Context: an optimization exercise on an open-source flow, tuned for small area, a short achievable clock period and few clock cycles. The choices shown serve that exercise and are no tape-out recipe. No activity file was given, so power comes from the tool's default toggle rates.

Setup of before:
// top
module top(
input clk,
input reset,
input start,
input signed [1:0] wrdata,
input signed [15:0] b12_wrdata,
input signed [15:0] b23_wrdata,
input [4:0] wr_b12addr,
input [8:0] wraddr,
input [3:0] wr_b23addr,
input we_data,
input we_b12,
input b23_we,
output [12:0] w12_rdaddr,
input signed [15:0] w12_rddata,
output [7:0] w23_rdaddr,
input signed [15:0] w23_rddata,
output reg done,
output reg [9:0] onehot_enc
);
genvar gi;
integer j, k;
reg wv_img, wv_b12, wv_b23;
reg [7:0] wa;
reg [15:0] wd;
always @(posedge clk) begin
  wv_img <= we_data;
  wv_b12 <= we_b12;
  wv_b23 <= b23_we;
  wa <= we_data ? wraddr[7:0] : (we_b12 ? {3'b0, wr_b12addr} : {4'b0, wr_b23addr});
  wd <= we_data ? {{14{wrdata[1]}}, wrdata} : (we_b12 ? b12_wrdata : b23_wrdata);
end
wire [511:0] imgv;
generate for (gi = 0; gi < 256; gi = gi + 1) begin : g_img
  reg [1:0] px;
  always @(posedge clk)
    if (wv_img && wa == gi) px <= wd[1:0];
  assign imgv[2*gi+1:2*gi] = px;
end endgenerate
reg [15:0] b12r [0:19];
reg [4:0] r20;
always @(posedge clk)
  if (reset) r20 <= 5'd0;
  else r20 <= (r20 == 5'd19) ? 5'd0 : r20 + 5'd1;
wire [5:0] b12d = {1'b0, wa[4:0]} - {1'b0, r20} - 6'd1;
wire [4:0] b12slot = b12d[5] ? b12d[4:0] + 5'd20 : b12d[4:0];
always @(posedge clk)
  for (j = 0; j < 20; j = j + 1)
    b12r[j] <= (wv_b12 && b12slot == j) ? wd : b12r[(j + 1) % 20];
function [3:0] enc16(input [15:0] oh);
  integer q;
  begin
    enc16 = 4'd0;
    for (q = 0; q < 16; q = q + 1)
      if (oh[q]) enc16 = enc16 | q[3:0];
  end
endfunction
function [15:0] lowest16(input [15:0] v);
  reg [15:0] below;
  ...
==> flow/config.mk <==
export PLATFORM = sky130hd
export DESIGN_NAME = top
export DESIGN_NICKNAME = top
export VERILOG_FILES = /design/flow/design.v
export SDC_FILE = /design/flow/constraint.sdc
export NUM_CORES = 4
export LEC_CHECK = 0
export CAP_MARGIN = 20
export CORE_MARGIN = 2
export CORE_UTILIZATION = 55
export CTS_BUF_LIST = sky130_fd_sc_hd__clkbuf_16
export CTS_CLUSTER_DIAMETER = 90
export CTS_CLUSTER_SIZE = 26
export PLACE_DENSITY = 0.6
export SLEW_MARGIN = 20
==> flow/constraint.sdc <==
create_clock -name core_clock -period 10.0 [get_ports {clk}]
set_input_delay 2.0000 -clock core_clock [delete_from_list [all_inputs] [get_ports {clk}]]
set_output_delay 2.0000 -clock core_clock [all_outputs]
set_load 0.01 [all_outputs]
standard.sh (not shown) runs the stock make flow with config.mk's settings and CLKGATE_MAP_FILE= SYNTH_SCRIPT=/design/flow/synth_recipe.tcl, a recipe that flattens the netlist after the stock synthesis.
==> flow/flow/run.sh <==
#!/bin/bash
set -euo pipefail
MARGIN=6.5
sed "s/ CLKGATE_MAP_FILE= / CLKGATE_MAP_FILE= SETUP_SLACK_MARGIN=$MARGIN /" standard.sh > standard_margin.sh
grep -q "SETUP_SLACK_MARGIN=$MARGIN" standard_margin.sh
bash standard_margin.sh > standard_margin.log 2>&1
Relative to before, the following input files were edited for after:
--- a/flow/design.v
+++ b/flow/design.v
@@ -25,32 +25,24 @@
 reg [7:0] wa;
 reg [15:0] wd;
 always @(posedge clk) begin
   wv_img <= we_data;
   wv_b12 <= we_b12;
   wv_b23 <= b23_we;
-  wa <= we_data ? wraddr[7:0] : (we_b12 ? {3'b0, wr_b12addr} : {4'b0, wr_b23addr});
+  wa <= we_data ? wraddr[7:0] : (we_b12 ? {3'b0, wr_b12addr[0], wr_b12addr[4:1]} : {4'b0, wr_b23addr});
   wd <= we_data ? {{14{wrdata[1]}}, wrdata} : (we_b12 ? b12_wrdata : b23_wrdata);
 end
 wire [511:0] imgv;
+reg [15:0] b12e [0:9];    
+reg [15:0] b12o [0:9];
 generate for (gi = 0; gi < 256; gi = gi + 1) begin : g_img
   reg [1:0] px;
   always @(posedge clk)
     if (wv_img && wa == gi) px <= wd[1:0];
   assign imgv[2*gi+1:2*gi] = px;
 end endgenerate
-reg [15:0] b12r [0:19];
-reg [4:0] r20;
-always @(posedge clk)
-  if (reset) r20 <= 5'd0;
-  else r20 <= (r20 == 5'd19) ? 5'd0 : r20 + 5'd1;
-wire [5:0] b12d = {1'b0, wa[4:0]} - {1'b0, r20} - 6'd1;
-wire [4:0] b12slot = b12d[5] ? b12d[4:0] + 5'd20 : b12d[4:0];
-always @(posedge clk)
-  for (j = 0; j < 20; j = j + 1)
-    b12r[j] <= (wv_b12 && b12slot == j) ? wd : b12r[(j + 1) % 20];
 function [3:0] enc16(input [15:0] oh);
   integer q;
   begin
     enc16 = 4'd0;
     for (q = 0; q < 16; q = q + 1)
       if (oh[q]) enc16 = enc16 | q[3:0];
@@ -167,12 +159,13 @@
   xv = 2'b00;
   for (j = 0; j < 16; j = j + 1)
     xv = xv | ({2{low[j]}} & rem[2*j +: 2]);
 end
 wire tok_last = lig & goh[15];          
 wire bnv_ok;                            
+wire bhit;                              
 wire emit = factive & ~(tok_last & outstanding) & ~(ffirst & ~bnv_ok);
 wire take;                              
 always @(posedge clk) begin
   if (start_q) begin
     goh <= 16'd1;
     rem <= imgv[31:0];
@@ -206,20 +199,18 @@
 end
 reg [12:0] a12;      
 reg [15:0] bnext;    
 reg bnv;             
 reg [1:0] x1, x2;
 reg first1, last1, first2, last2, last3;
-reg [15:0] b12q;
 reg [15:0] wq, acc, pending;
 reg pend_v;
 assign w12_rdaddr = a12;
 always @(posedge clk) begin
   a12 <= {fh, grp, pidx};
   wq <= w12_rddata;
-  b12q <= bnext;
   x2 <= x1;
   if (reset) begin
     x1 <= 2'b00; first1 <= 1'b0; last1 <= 1'b0;
     first2 <= 1'b0; last2 <= 1'b0; last3 <= 1'b0;
   end else begin
     x1 <= emit ? xv : 2'b00;
@@ -231,19 +222,19 @@
   end
 end
 wire [4:0] bp = ~factive ? 5'd0 : (ffirst ? fh : fh + 5'd1);
 assign bnv_ok = bnv;
 always @(posedge clk) begin
   if (reset || wv_b12 || (emit && ffirst)) bnv <= 1'b0;
-  else if (~first1 && r20 == bp) bnv <= 1'b1;
-  if (~bnv && ~first1 && r20 == bp) bnext <= b12r[0];
+  else if (~first1 && bhit) bnv <= 1'b1;
+  if (~bnv && ~first1 && bhit) bnext <= bp[0] ? b12o[0] : b12e[0];
 end
 wire [15:0] tsel = x2[0] ? wq : {wq[14:0], 1'b0};
 wire [15:0] term = (x2 == 2'b00) ? 16'd0 : (x2[1] ? ~tsel : tsel);
 always @(posedge clk)
-  acc <= ksadd({16'd0, first2 ? b12q : acc}, {16'd0, term}, x2[1]);
+  acc <= ksadd({16'd0, first2 ? bnext : acc}, {16'd0, term}, x2[1]);
 always @(posedge clk) begin
   if (last3) pending <= relu16(acc);
   if (reset || start_q) pend_v <= 1'b0;
   else if (last3) pend_v <= 1'b1;
   else if (take) pend_v <= 1'b0;
 end
@@ -342,18 +333,22 @@
   for (j = 0; j < 10; j = j + 1)
     wdec[j] = (wa[3:0] == j);
   for (j = 0; j < 10; j = j + 1) begin
     wsel[j] = 1'b0;
     for (k = 0; k < 10; k = k + 1)
       wsel[j] = wsel[j] | (wdec[k] & wrot[(j - k + 10) % 10]);
-    wsel[j] = wsel[j] & wv_b23;
   end
 end
 always @(posedge clk)
-  for (j = 0; j < 10; j = j + 1)
-    b23r[j] <= wsel[j] ? wd : b23r[(j + 1) % 10];
+  for (j = 0; j < 10; j = j + 1) begin
+    b23r[j] <= (wv_b23 & wsel[j]) ? wd : b23r[(j + 1) % 10];
+    b12e[j] <= (wv_b12 & ~wa[4] & wsel[j]) ? wd : b12e[(j + 1) % 10];
+    b12o[j] <= (wv_b12 & wa[4] & wsel[j]) ? wd : b12o[(j + 1) % 10];
+  end
+wire [3:0] nhead = (na >= 4'd2) ? na - 4'd2 : na + 4'd8;
+assign bhit = (nhead == bp[4:1]);
 wire [31:0] addA = initC ? {{6{b23r[0][15]}}, b23r[0], 10'd0} : accr[0];
 wire [31:0] pext = {{12{prodq[19]}}, prodq};
 wire [31:0] addB = pext << {kC, 2'b00};
 wire [32:0] sum_c = ksadd(addA, addB, 1'b0);
 always @(posedge clk) begin
   for (j = 0; j < 9; j = j + 1) accr[j] <= accr[j+1];
--- outcome ---
Number of cells after detailed placement ends up higher on before. before and after ended up with nearly the same number of setup violations in the final report. Compared with before, after shows a higher setup slack. Any difference in synthesized net count between after and before is small enough to ignore. On buffer and inverter count on the worst path, before and after are basically level. The total internal power of after falls short of that of before by about 4%. Relative to before, number of fill cells in the layout has increased by 112 in after. Cmp after vs before: maximum cell stage delay along the critical path higher in after. Reported for before and after, deepest level of the CTS H-tree turned out identical to the last digit. Between after and before, it is after whose portion of total power attributed to sequential cells is higher, by 0.2 points. Of before and after, the run reporting the lower sum of met3 wire segment lengths after detailed routing was after.
No run of this note included a check of the RTL's function; only the layout flow was run.

## what the ideal ports hide
How much do the figures lean on ideal ports? The routed layouts below were timed once more, with nothing changed but the port constraints.
Step 1 assumes that a clkbuf_16 drives the clock port and a buf_2 every other input.
Step 2 times the ports against the registers' clock, not the clock port: input delays grow and output delays shrink by t, the midpoint of the rising clock arrivals with the driver on.
Three values: ideal, step 1, step 2; two values: the first two.
| run | shift t [ns] | setup slack, ns | hold WS [ns] |
|---|---|---|---|
| before | 0.746 | 6.567 / 6.541 / 6.374 | 0.319 / 0.319 / 0.319 |
| after | 0.728 | 6.635 / 6.576 / 5.996 | 0.311 / 0.311 / 0.311 |
After both steps every run listed still meets setup and hold. For after, which loses most, drivers alone change the setup slack by -0.059 ns; drivers and shift together by -0.639 ns.
